Context: an optimization exercise on an open-source flow, tuned for small area. The choices shown serve that exercise and are no tape-out recipe.
Only simulation tests tie the RTL to the original design; equivalence was not proved.
No activity file was given, so power comes from the tool's default toggle rates.

Setup of red:
// matrix_top
module matrix_top(mtxDataIn, mtxAddress, mtxRw, mtxCs, mtxClk, mtxReset, mtxDataOut,
                  irq_reg, SeqState, tx_ShiftPIEOut,
                  int_o
                  );
==> flow/config.mk <==
export PLATFORM = sky130hd
export DESIGN_NAME = matrix_top
export DESIGN_NICKNAME = matrix_top
export VERILOG_FILES = /design/flow/design.v
export SDC_FILE = /design/flow/constraint.sdc
export NUM_CORES = 4
export LEC_CHECK = 0
export CAP_MARGIN = 20
export CORE_MARGIN = 2
export CORE_UTILIZATION = 40
export CTS_BUF_LIST = sky130_fd_sc_hd__clkbuf_8
export CTS_CLUSTER_DIAMETER = 40
export CTS_CLUSTER_SIZE = 20
export SLEW_MARGIN = 20
export SYNTH_HIERARCHICAL = 1
==> flow/constraint.sdc <==
create_clock -name core_clock -period 10.0 [get_ports {mtxClk}]
set_input_delay 2.0000 -clock core_clock [delete_from_list [all_inputs] [get_ports {mtxClk}]]
set_output_delay 2.0000 -clock core_clock [all_outputs]
set_load 0.01 [all_outputs]
standard.sh (not shown) runs the stock make flow with config.mk's settings and CLKGATE_MAP_FILE= SYNTH_SCRIPT=/design/flow/synth_recipe.tcl, a recipe that flattens the netlist after the stock synthesis.
==> flow/flow/run.sh <==
#!/bin/bash
# Layout flow: the standard flow (standard.sh), with two changes:
#  - Yosys maps the combinational logic with ABC's default script instead of ORFS's
#    delay-oriented script (the clock is 10 ns, so the delay-oriented mapping only adds area).
#    Flip-flop mapping, register names, flattening and renaming are the standard synthesis's.
#  - clock tree synthesis does not add dummy loads to balance the clock buffers (same
#    clustering and buffer settings as config.mk otherwise).
set -euo pipefail
HERE=$(pwd)

# synthesis script: ORFS's synth.tcl with the ABC call reduced to the library arguments
sed -e 's#^  log_cmd abc {\*}$abc_args$#  log_cmd abc {*}$lib_args {*}$lib_dont_use_args#' \
    "$FLOW_HOME/scripts/synth.tcl" > "$HERE/flow_synth_core.tcl"
grep -q 'log_cmd abc {\*}$lib_args {\*}$lib_dont_use_args' "$HERE/flow_synth_core.tcl"
sed -e "s#source \$::env(SCRIPTS_DIR)/synth.tcl#source $HERE/flow_synth_core.tcl#" \
    synth_recipe.tcl > "$HERE/flow_synth.tcl"
grep -q "flow_synth_core.tcl" "$HERE/flow_synth.tcl"

# the standard flow with that synthesis script
sed -e "s#SYNTH_SCRIPT=[^ ]*#SYNTH_SCRIPT=$HERE/flow_synth.tcl#" standard.sh > "$HERE/flow_standard.sh"
grep -q "SYNTH_SCRIPT=$HERE/flow_synth.tcl" "$HERE/flow_standard.sh"

export CTS_ARGS="-sink_clustering_enable -repair_clock_nets -sink_clustering_size 20 -sink_clustering_max_diameter 40 -buf_list sky130_fd_sc_hd__clkbuf_8 -dont_use_dummy_load"

bash "$HERE/flow_standard.sh" > "$HERE/flow_make.log" 2>&1
The flow for red finished, though final verification flagged antenna violations.
For blue, these inputs were changed with respect to red:
- setting PLACE_DENSITY to 0.7 for the first time
- changing CORE_UTILIZATION from 40 to 45
### Flow results
Power: blue draws less than red. blue: data arrival time of the critical path 0.09 ns above red. After synthesis and placement, the instance count of blue is below that of red. Placer's final routability congestion estimate (blue over red): increase, 0.024. Between red and blue, fraction of the cycle the final worst path needs is higher for blue, red comes in under that. Going from red to blue, non-clock buffer contribution to total cell area neither gained nor lost much, count of clock-buffer cells in the layout lost 10. NOTE: count of inserted tapcells in blue falls short of that of red. The final layout from blue, which completed every stage, passed the timing, design-rule and antenna checks at the end of the flow. red -> blue: multi-input combinational cell area flat. Relative to red, post-layout minimum cycle time increased by 0.10 ns in blue. Number of antenna violations at the first check in global routing was lower in the run labelled red.
Changes in green relative to blue:
- changing CORE_UTILIZATION from 45 to 42
- changing PLACE_DENSITY from 0.7 to 0.65
-- flow/flow/run.sh --
<<< blue, line 21
grep -q "SYNTH_SCRIPT=$HERE/flow_synth.tcl" "$HERE/flow_standard.sh"

export CTS_ARGS="-sink_clustering_enable -repair_clock_nets -sink_clustering_size 20 -sink_clustering_max_diameter 40 -buf_list sky130_fd_sc_hd__clkbuf_8 -dont_use_dummy_load"

>>> green, line 21
grep -q "SYNTH_SCRIPT=$HERE/flow_synth.tcl" "$HERE/flow_standard.sh"

# a few more antenna repair rounds after detailed routing than the default 5
export MAX_REPAIR_ANTENNAS_ITER_DRT=8
export CTS_ARGS="-sink_clustering_enable -repair_clock_nets -sink_clustering_size 20 -sink_clustering_max_diameter 40 -buf_list sky130_fd_sc_hd__clkbuf_8 -dont_use_dummy_load"

Results
Final wirelength (higher): green
Comparing green against blue, there is no change at all in share of flip-flops with an asynchronous set or reset after synthesis.
The final reports for green and blue show global-route usage lower in the former.
Comparing green with blue, the total power of the final layout came out essentially unchanged.
green vs blue, portion of the clock cycle consumed by the worst path in the final layout went down by 0.37 points.
Taking blue as the reference, in green total number of vias now smaller; design area comparable; count of cell instances traversed by the critical path now smaller; met3 usage now smaller.
Inputs modified between green and orange:
- changing PLACE_DENSITY from 0.65 to 0.7
- changing CORE_UTILIZATION from 42 to 45
- changing CTS_CLUSTER_SIZE from 20 to 16
==> flow/flow/run.sh <==
#!/bin/bash
# Layout flow: the standard flow (standard.sh) unchanged, except that Yosys maps the
# combinational logic with ABC's default script instead of ORFS's delay-oriented script
# (the clock is 10 ns, so the delay-oriented mapping only adds area).  Flip-flop mapping,
# register names, flattening and renaming are those of the standard synthesis.
set -euo pipefail
HERE=$(pwd)

# synthesis script: ORFS's synth.tcl with the ABC call reduced to the library arguments
sed -e 's#^  log_cmd abc {\*}$abc_args$#  log_cmd abc {*}$lib_args {*}$lib_dont_use_args#' \
    "$FLOW_HOME/scripts/synth.tcl" > "$HERE/flow_synth_core.tcl"
grep -q 'log_cmd abc {\*}$lib_args {\*}$lib_dont_use_args' "$HERE/flow_synth_core.tcl"
sed -e "s#source \$::env(SCRIPTS_DIR)/synth.tcl#source $HERE/flow_synth_core.tcl#" \
    synth_recipe.tcl > "$HERE/flow_synth.tcl"
grep -q "flow_synth_core.tcl" "$HERE/flow_synth.tcl"

# the standard flow with that synthesis script
sed -e "s#SYNTH_SCRIPT=[^ ]*#SYNTH_SCRIPT=$HERE/flow_synth.tcl#" standard.sh > "$HERE/flow_standard.sh"
grep -q "SYNTH_SCRIPT=$HERE/flow_synth.tcl" "$HERE/flow_standard.sh"

bash "$HERE/flow_standard.sh" > "$HERE/flow_make.log" 2>&1
--- outcome ---
- orange: done, clean on timing, DRC and antenna
- Share of total power in sequential cells, orange and green: lower on orange
- Cmp orange vs green: wire length lower in orange
- Diff green..orange | post-route antenna net violation count | unchanged
- Taking orange over green, the area of the core ratio works out to 0.935.
- orange against green: DRC violation total after the first TritonRoute iteration shows an increase of 508, cell area +0.0012 mm^2, die area fell 6.6%, required time of the critical path climbed 0.05 ns.
- orange contains more vias than green.
- orange: share of the final layout cell area in multi-input gates lower than green

afterwards: timing with drivers on the ports:
Ports are ideal in the flow. The routed layouts listed here were re-timed in OpenROAD. Step 1 sets driving cells, clkbuf_16 on the clock port and buf_2 on the other inputs (assumed; they add their load-dependent delay and slew). Step 2 times the ports against the registers' clock, not the clock port: input delays grow and output delays shrink by t, the midpoint of the rising clock arrivals with the driver on. a / b / c = ideal / step 1 / step 2; a / b = the first two.
run	t, ns	setup slack, ns	hold slack, ns	slew at the worst register clock pin (ns)
red	0.934	0.570 / 0.570 / 0.570	0.471 / 0.471 / 0.471	0.10 / 0.10
blue	0.898	0.467 / 0.467 / 0.467	0.472 / 0.472 / 0.472	0.10 / 0.10
green	0.894	0.504 / 0.504 / 0.504	0.470 / 0.470 / 0.470	0.11 / 0.11
orange	0.936	0.526 / 0.526 / 0.526	0.475 / 0.475 / 0.475	0.11 / 0.11
